From an optimization exercise on the open Yosys and OpenROAD flow, aimed at a short achievable clock period and few clock cycles; shortcuts taken in it are not production practice. In this exercise RTL edits were held to simulation tests only and were not proved equivalent to the original. No activity file was given, so power comes from the tool's default toggle rates.

==> build 38: inputs <==
Design microprocessor, start of the top module:
module microprocessor(clk, rst, imem_addr, imem_data, dmem_addr, dmem_data, dbg_sel, dbg_data, done, data_out);
==> module microprocessor, before the edit <==
module microprocessor(clk, rst, imem_addr, imem_data, dmem_addr, dmem_data, dbg_sel, dbg_data, done, data_out);
	input clk;
	input rst;
	output [7:0] imem_addr;
	input [31:0] imem_data;
	output [7:0] dmem_addr;
	input [7:0] dmem_data;
	input [4:0] dbg_sel;
	output [7:0] dbg_data;
	output done;
	output [7:0] data_out;
	function [7:0] prefix_carry;
		input [7:0] a;
		input [7:0] b;
		input cin;
		reg [7:0] g, p, g1, p1, g2, p2, g3;
		begin
			g = a & b;
			p = a ^ b;
			g[0] = g[0] | (p[0] & cin);
			g1 = g | ((p & {g[6:0], 1'b0}));
			p1 = p & {p[6:0], 1'b1};
			g2 = g1 | ((p1 & {g1[5:0], 2'b0}));
			p2 = p1 & {p1[5:0], 2'b11};
			g3 = g2 | ((p2 & {g2[3:0], 4'b0}));
			prefix_carry = g3;
		end
	endfunction
	function [7:0] add8;
		input [7:0] a;
		input [7:0] b;
		reg [7:0] c;
		begin
			c = prefix_carry(a, b, 1'b0);
			add8 = (a ^ b) ^ {c[6:0], 1'b0};
		end
	endfunction
	reg [7:0] register_file [31:0];
	reg [7:0] debug_file [31:0];	 
	reg [7:0] pc_inc;	 
	reg [7:0] pc_target;	 
	reg branch_taken;	 
	reg halted;	 
	reg [7:0] alu_out;	 
	reg load_pending;	 
	reg write_any;	 
	reg [31:0] write_pending;	 
	integer i;
	wire [7:0] pc = branch_taken ? pc_target : pc_inc;
	wire stopped = halted || (pc >= 8'h80);
	wire run = !stopped;
	wire [5:0] opcode = imem_data[31:26];
	wire [4:0] rs = imem_data[25:21];
	wire [4:0] rt = imem_data[20:16];
	wire [4:0] rd = imem_data[15:11];
	wire [5:0] function_field = imem_data[5:0];
	wire [7:0] immediate = imem_data[7:0];
	wire [7:0] write_back = load_pending ? dmem_data : alu_out;
	reg [7:0] operand_file [31:0];
	always @(*)
		for (i = 0; i < 32; i = i + 1)
			operand_file[i] = write_pending[i] ? write_back : register_file[i];
	wire is_r = (opcode == 6'h00);
	wire is_addu = is_r && (function_field == 6'h21);
	wire is_slt = is_r && (function_field == 6'h2a);
	wire is_addiu = (opcode == 6'h09);
	wire is_lw = (opcode == 6'h23);
	wire is_beq = (opcode == 6'h04);
	wire is_bne = (opcode == 6'h05);
	wire use_imm = is_addiu || is_lw;
	wire [7:0] register_operand_1 = operand_file[rs];
	wire [7:0] register_operand_2 = use_imm ? immediate : operand_file[rt];
	wire [7:0] sum = add8(register_operand_1, register_operand_2);
	wire [7:0] cmp_carry = prefix_carry({1'b0, register_operand_1[6:0]}, {1'b0, ~register_operand_2[6:0]}, 1'b1);
	wire low_ge = cmp_carry[6];
	wire less = (register_operand_1[7] != register_operand_2[7]) ? register_operand_1[7] : !low_ge;
	wire equal = (register_operand_1 == register_operand_2);
	wire taken = (is_beq && equal) || (is_bne && !equal);
	wire write_en = is_addu || is_slt || is_addiu || is_lw;
	wire [4:0] write_reg = is_r ? rd : rt;
	assign imem_addr = pc;
	assign dmem_addr = alu_out;
	wire [255:0] debug_bits;
	genvar g;
	generate
		for (g = 0; g < 32; g = g + 1) begin : debug_flat
			assign debug_bits[8*g+7:8*g] = debug_file[g];
		end
	endgenerate
	register_select debug_read(.sel(dbg_sel), .regs(debug_bits), .value(dbg_data));
	assign data_out = debug_file[8'h04];
	assign done = stopped && !write_any;
	always @(posedge clk) begin
		if (rst) begin
			pc_inc <= 8'd0;
			pc_target <= 8'd0;
			branch_taken <= 1'b0;
			halted <= 1'b0;
			write_any <= 1'b0;
			write_pending <= 32'd0;
			for (i = 0; i < 32; i = i + 1) begin
				register_file[i] <= 8'd0;
				debug_file[i] <= 8'd0;
			end
		end
		else begin
			for (i = 0; i < 32; i = i + 1)
				if (write_pending[i]) begin
					register_file[i] <= write_back;
					debug_file[i] <= write_back;
				end
			for (i = 0; i < 32; i = i + 1)
				write_pending[i] <= run && write_en && write_reg == i;
			write_any <= run && write_en;
			pc_inc <= pc + 8'd1;
			pc_target <= add8(pc, immediate);
			branch_taken <= taken;
			halted <= stopped;
		end
	end
	always @(posedge clk) begin
		alu_out <= is_slt ? {7'd0, less} : sum;
		load_pending <= is_lw;
	end
endmodule
==> module register_select, before the edit <==
module register_select(sel, regs, value);
	input [4:0] sel;
	input [255:0] regs;
	output [7:0] value;
	wire [7:0] group_select;
	genvar b, k;
	generate
		for (k = 0; k < 8; k = k + 1) begin : decode
			match3 #(.VALUE(k)) m(.sel(sel[4:2]), .y(group_select[k]));
		end
		for (b = 0; b < 8; b = b + 1) begin : bits
			wire [15:0] pair_n;
			wire [7:0] group;
			wire [3:0] two_n;
			for (k = 0; k < 16; k = k + 1) begin : l1
				mux2_n m(.s(sel[0]), .a(regs[8*(2*k)+b]), .b(regs[8*(2*k+1)+b]), .y_n(pair_n[k]));
			end
			for (k = 0; k < 8; k = k + 1) begin : l2
				mux2_n m(.s(sel[1]), .a(pair_n[2*k]), .b(pair_n[2*k+1]), .y_n(group[k]));
			end
			for (k = 0; k < 4; k = k + 1) begin : l3
				gate_a22oi g(.a1(group_select[2*k]), .a2(group[2*k]), .b1(group_select[2*k+1]), .b2(group[2*k+1]), .y(two_n[k]));
			end
			gate_nand4 l4(.a(two_n[0]), .b(two_n[1]), .c(two_n[2]), .d(two_n[3]), .y(value[b]));
		end
	endgenerate
endmodule
==> module match3, before the edit <==
module match3(sel, y);
	parameter VALUE = 0;
	input [2:0] sel;
	output y;
	assign y = (sel == VALUE);
endmodule
==> module gate_nand4, before the edit <==
module gate_nand4(a, b, c, d, y);
	input a, b, c, d;
	output y;
	assign y = !(a && b && c && d);
endmodule
==> module mux2_n, before the edit <==
module mux2_n(s, a, b, y_n);
	input s, a, b;
	output y_n;
	assign y_n = !(s ? b : a);
endmodule
==> module gate_a22oi, before the edit <==
module gate_a22oi(a1, a2, b1, b2, y);
	input a1, a2, b1, b2;
	output y;
	assign y = !((a1 && a2) || (b1 && b2));
endmodule
==> flow/config.mk <==
export PLATFORM = sky130hd
export DESIGN_NAME = microprocessor
export DESIGN_NICKNAME = microprocessor
export VERILOG_FILES = /design/flow/design.v
export SDC_FILE = /design/flow/constraint.sdc
export NUM_CORES = 4
export LEC_CHECK = 0
export CAP_MARGIN = 20
export CORE_MARGIN = 2
export CORE_UTILIZATION = 40
export PLACE_DENSITY = 0.9
export SETUP_SLACK_MARGIN = 5
export SLEW_MARGIN = 20
export SYNTH_HIERARCHICAL = 1
==> flow/constraint.sdc <==
create_clock -name core_clock -period 10.0 [get_ports {clk}]
set_input_delay 2.0000 -clock core_clock [delete_from_list [all_inputs] [get_ports {clk}]]
set_output_delay 2.0000 -clock core_clock [all_outputs]
set_load 0.01 [all_outputs]
run.sh (not shown) runs the stock make flow with config.mk's settings and CLKGATE_MAP_FILE= SYNTH_SCRIPT=/design/flow/synth_recipe.tcl, a recipe that flattens the netlist after the stock synthesis.
==> inputs of trial 8, as changes to build 38 <==
--- a/flow/design.v
+++ b/flow/design.v
@@ -87,8 +87,8 @@
 			assign debug_bits[8*g+7:8*g] = debug_file[g];
 		end
 	endgenerate
-	register_select debug_read(.sel(dbg_sel), .regs(debug_bits), .value(dbg_data));
-	assign data_out = debug_file[8'h04];
+	register_select debug_read(.sel(dbg_sel), .regs_n(debug_bits), .value(dbg_data));
+	assign data_out = ~debug_file[8'h04];
 	assign done = stopped && !write_any;
 	always @(posedge clk) begin
 		if (rst) begin
@@ -100,14 +100,14 @@
 			write_pending <= 32'd0;
 			for (i = 0; i < 32; i = i + 1) begin
 				register_file[i] <= 8'd0;
-				debug_file[i] <= 8'd0;
+				debug_file[i] <= 8'hff;
 			end
 		end
 		else begin
 			for (i = 0; i < 32; i = i + 1)
 				if (write_pending[i]) begin
 					register_file[i] <= write_back;
-					debug_file[i] <= write_back;
+					debug_file[i] <= ~write_back;
 				end
 			for (i = 0; i < 32; i = i + 1)
 				write_pending[i] <= run && write_en && write_reg == i;
@@ -123,30 +123,34 @@
 		load_pending <= is_lw;
 	end
 endmodule
-module register_select(sel, regs, value);
+module register_select(sel, regs_n, value);
 	input [4:0] sel;
-	input [255:0] regs;
+	input [255:0] regs_n;	 
 	output [7:0] value;
-	wire [7:0] group_select;
+	wire [3:0] quarter_select;
 	genvar b, k;
 	generate
-		for (k = 0; k < 8; k = k + 1) begin : decode
-			match3 #(.VALUE(k)) m(.sel(sel[4:2]), .y(group_select[k]));
+		for (k = 0; k < 4; k = k + 1) begin : decode
+			match2 #(.VALUE(k)) m(.sel(sel[4:3]), .y(quarter_select[k]));
 		end
 		for (b = 0; b < 8; b = b + 1) begin : bits
-			wire [15:0] pair_n;
-			wire [7:0] group;
-			wire [3:0] two_n;
+			wire [15:0] pair;
+			wire [7:0] four_n;
+			wire [3:0] eight;
+			wire [1:0] two_n;
 			for (k = 0; k < 16; k = k + 1) begin : l1
-				mux2_n m(.s(sel[0]), .a(regs[8*(2*k)+b]), .b(regs[8*(2*k+1)+b]), .y_n(pair_n[k]));
+				mux2_n m(.s(sel[0]), .a(regs_n[8*(2*k)+b]), .b(regs_n[8*(2*k+1)+b]), .y_n(pair[k]));
 			end
 			for (k = 0; k < 8; k = k + 1) begin : l2
-				mux2_n m(.s(sel[1]), .a(pair_n[2*k]), .b(pair_n[2*k+1]), .y_n(group[k]));
+				mux2_n m(.s(sel[1]), .a(pair[2*k]), .b(pair[2*k+1]), .y_n(four_n[k]));
 			end
 			for (k = 0; k < 4; k = k + 1) begin : l3
-				gate_a22oi g(.a1(group_select[2*k]), .a2(group[2*k]), .b1(group_select[2*k+1]), .b2(group[2*k+1]), .y(two_n[k]));
+				mux2_n m(.s(sel[2]), .a(four_n[2*k]), .b(four_n[2*k+1]), .y_n(eight[k]));
 			end
-			gate_nand4 l4(.a(two_n[0]), .b(two_n[1]), .c(two_n[2]), .d(two_n[3]), .y(value[b]));
+			for (k = 0; k < 2; k = k + 1) begin : l4
+				gate_a22oi g(.a1(quarter_select[2*k]), .a2(eight[2*k]), .b1(quarter_select[2*k+1]), .b2(eight[2*k+1]), .y(two_n[k]));
+			end
+			gate_nand2 l5(.a(two_n[0]), .b(two_n[1]), .y(value[b]));
 		end
 	endgenerate
 endmodule
@@ -155,9 +159,9 @@
 	output y_n;
 	assign y_n = !(s ? b : a);
 endmodule
-module match3(sel, y);
+module match2(sel, y);
 	parameter VALUE = 0;
-	input [2:0] sel;
+	input [1:0] sel;
 	output y;
 	assign y = (sel == VALUE);
 endmodule
@@ -166,8 +170,8 @@
 	output y;
 	assign y = !((a1 && a2) || (b1 && b2));
 endmodule
-module gate_nand4(a, b, c, d, y);
-	input a, b, c, d;
+module gate_nand2(a, b, y);
+	input a, b;
 	output y;
-	assign y = !(a && b && c && d);
+	assign y = !(a && b);
 endmodule
Settings changed: PLACE_DENSITY 0.9 to 0.6.
==> inputs of trial 17, as changes to build 38 <==
==> flow/design.v (replaced) <==
module microprocessor(clk, rst, imem_addr, imem_data, dmem_addr, dmem_data, dbg_sel, dbg_data, done, data_out);
	input clk;
	input rst;
	output [7:0] imem_addr;
	input [31:0] imem_data;
	output [7:0] dmem_addr;
	input [7:0] dmem_data;
	input [4:0] dbg_sel;
	output [7:0] dbg_data;
	output done;
	output [7:0] data_out;
	function [7:0] prefix_carry;
		input [7:0] a;
		input [7:0] b;
		input cin;
		reg [7:0] g, p, g1, p1, g2, p2, g3;
		begin
			g = a & b;
			p = a ^ b;
			g[0] = g[0] | (p[0] & cin);
			g1 = g | ((p & {g[6:0], 1'b0}));
			p1 = p & {p[6:0], 1'b1};
			g2 = g1 | ((p1 & {g1[5:0], 2'b0}));
			p2 = p1 & {p1[5:0], 2'b11};
			g3 = g2 | ((p2 & {g2[3:0], 4'b0}));
			prefix_carry = g3;
		end
	endfunction
	function [7:0] add8;
		input [7:0] a;
		input [7:0] b;
		reg [7:0] c;
		begin
			c = prefix_carry(a, b, 1'b0);
			add8 = (a ^ b) ^ {c[6:0], 1'b0};
		end
	endfunction
	reg [7:0] register_file [31:0];
	reg [7:0] pc;
	reg [7:0] alu_out;	 
	reg load_pending;	 
	reg [31:0] write_pending;	 
	reg halted;
	reg done_r;
	integer i;
	wire [5:0] opcode = imem_data[31:26];
	wire [4:0] rs = imem_data[25:21];
	wire [4:0] rt = imem_data[20:16];
	wire [4:0] rd = imem_data[15:11];
	wire [5:0] function_field = imem_data[5:0];
	wire [7:0] immediate = imem_data[7:0];
	wire [7:0] write_back = load_pending ? dmem_data : alu_out;
	reg [7:0] operand_file [31:0];
	always @(*)
		for (i = 0; i < 32; i = i + 1)
			operand_file[i] = write_pending[i] ? write_back : register_file[i];
	wire is_r = (opcode == 6'h00);
	wire is_addu = is_r && (function_field == 6'h21);
	wire is_slt = is_r && (function_field == 6'h2a);
	wire is_addiu = (opcode == 6'h09);
	wire is_lw = (opcode == 6'h23);
	wire is_beq = (opcode == 6'h04);
	wire is_bne = (opcode == 6'h05);
	wire use_imm = is_addiu || is_lw;
	wire [7:0] register_operand_1 = operand_file[rs];
	wire [7:0] register_operand_2 = use_imm ? immediate : operand_file[rt];
	wire [7:0] sum = add8(register_operand_1, register_operand_2);
	wire [7:0] cmp_carry = prefix_carry({1'b0, register_operand_1[6:0]}, {1'b0, ~register_operand_2[6:0]}, 1'b1);
	wire low_ge = cmp_carry[6];
	wire less = (register_operand_1[7] != register_operand_2[7]) ? register_operand_1[7] : !low_ge;
	wire equal = (register_operand_1 == register_operand_2);
	wire taken = (is_beq && equal) || (is_bne && !equal);
	wire [7:0] pc_target = add8(pc, immediate);
	wire [7:0] pc_inc = pc + 8'd1;
	wire [7:0] next_pc = ({8{taken}} & pc_target) | ({8{!taken}} & pc_inc);
	wire write_en = is_addu || is_slt || is_addiu || is_lw;
	wire [4:0] write_reg = is_r ? rd : rt;
	wire run = !halted;
	wire halt_now = run && next_pc[7];
	assign imem_addr = pc;
	assign dmem_addr = alu_out;
	assign dbg_data = register_file[dbg_sel];
	assign data_out = register_file[8'h04];
	assign done = done_r;
	always @(posedge clk) begin
		if (rst) begin
			pc <= 8'd0;
			halted <= 1'b0;
			done_r <= 1'b0;
			write_pending <= 32'd0;
			for (i = 0; i < 32; i = i + 1)
				register_file[i] <= 8'd0;
		end
		else begin
			for (i = 0; i < 32; i = i + 1)
				if (write_pending[i])
					register_file[i] <= write_back;
			for (i = 0; i < 32; i = i + 1)
				write_pending[i] <= run && write_en && write_reg == i;
			if (run)
				pc <= next_pc;
			if (halt_now)
				halted <= 1'b1;
			done_r <= halted || (halt_now && !write_en);
		end
	end
	always @(posedge clk) begin
		alu_out <= is_slt ? {7'd0, less} : sum;
		load_pending <= is_lw;
	end
endmodule
Settings changed: PLACE_DENSITY 0.9 to 0.6, SYNTH_HIERARCHICAL 1 to unset.
==> comparison table <==
| quantity | build 38 | trial 17 | trial 8 |
|---|---|---|---|
| Run status | complete, no violations | complete, no violations | complete, no violations |
| Final worst path period need | 5470 ps | 5950 ps | 5540 ps |
| Critical Path Fanout Max | 12 | 8 | 8 |
| Resize count post-CTS | 411 | 753 | 606 |
| Fraction of the mapped netlist area in compound gates | 21.4% | 29.3% | 20.4% |
| Area share of xor/xnor cells in the synthesized design | 0.556% | 0.744% | 0.485% |
| Max Freq | 0.183 GHz | 0.168 GHz | 0.181 GHz |
| Number of clock buffers in the layout | 72 | 46 | 91 |
| Most frequently used cell type in the post-synthesis netlist | nor2_1 | nor2_1 | nand2_1 |
| Relative contribution of sequential cells to total power | 47.3% | 37.0% | 47.0% |
| Synthesized netlist net count | 3268 | 2323 | 3216 |
| Number of warnings reported in the yosys synthesis log | 10 | 3 | 10 |
| Final worst-path setup slack | 4530 ps | 4050 ps | 4460 ps |
| Effective utilization at floorplan | 40.5% | 40.4% | 40.2% |
| Top-area cell type share of the netlist area | 43.9% | 37.3% | 45.3% |
| Relative area change from synthesis to final layout | 25.4% | 55.6% | 31.3% |
| Delay of the slowest cell on the worst path | 550 ps | 700 ps | 360 ps |
| Data buffer area share | 9.54% | 17.9% | 10.9% |
| Net load switching power | 1.22 mW | 896 µW | 1.20 mW |
| Final hold slack | 484 ps | 531 ps | 467 ps |
| Wire length per cell after detailed routing | 27.9 µm | 39.1 µm | 32.9 µm |
| Slack of the worst reg-to-reg path | 5380 ps | 5030 ps | 4930 ps |
Testbench counts of build 38, summed over its fixed seeds: cycles 51,952.
Testbench counts of trial 8, summed over its fixed seeds: cycles 51,952.
Testbench counts of trial 17, summed over its fixed seeds: cycles 51,952.

## static timing again, ports no longer ideal
Ports are ideal in the flow. The routed layouts listed here were re-timed in OpenROAD. Step 1 (the two cells are an assumption about what drives the block):
set clk [get_ports {clk}]
set_driving_cell -lib_cell sky130_fd_sc_hd__clkbuf_16 $clk
set_driving_cell -lib_cell sky130_fd_sc_hd__buf_2 [delete_from_list [all_inputs] $clk]
Step 2 also shifts input and output timing later by t, the mid clock arrival at the registers, as if the neighbouring blocks saw the same clock. Slacks: no drivers / after step 1 / after step 2; pairs: no drivers / after step 1.
| run | t, ns | slack for setup (ns) | latest minus earliest clock arrival (ns) |
|---|---|---|---|
| build 38 | 0.690 | 4.534 / 4.274 / 4.128 | 0.024 / 0.025 |
| trial 8 | 0.696 | 4.461 / 4.069 / 4.069 | 0.042 / 0.042 |
| trial 17 | 0.662 | 4.050 / 3.975 / 3.975 | 0.020 / 0.020 |
After both steps every run listed still meets setup and hold. For build 38, which loses most, drivers alone change the setup slack by -0.260 ns; drivers and shift together by -0.406 ns.
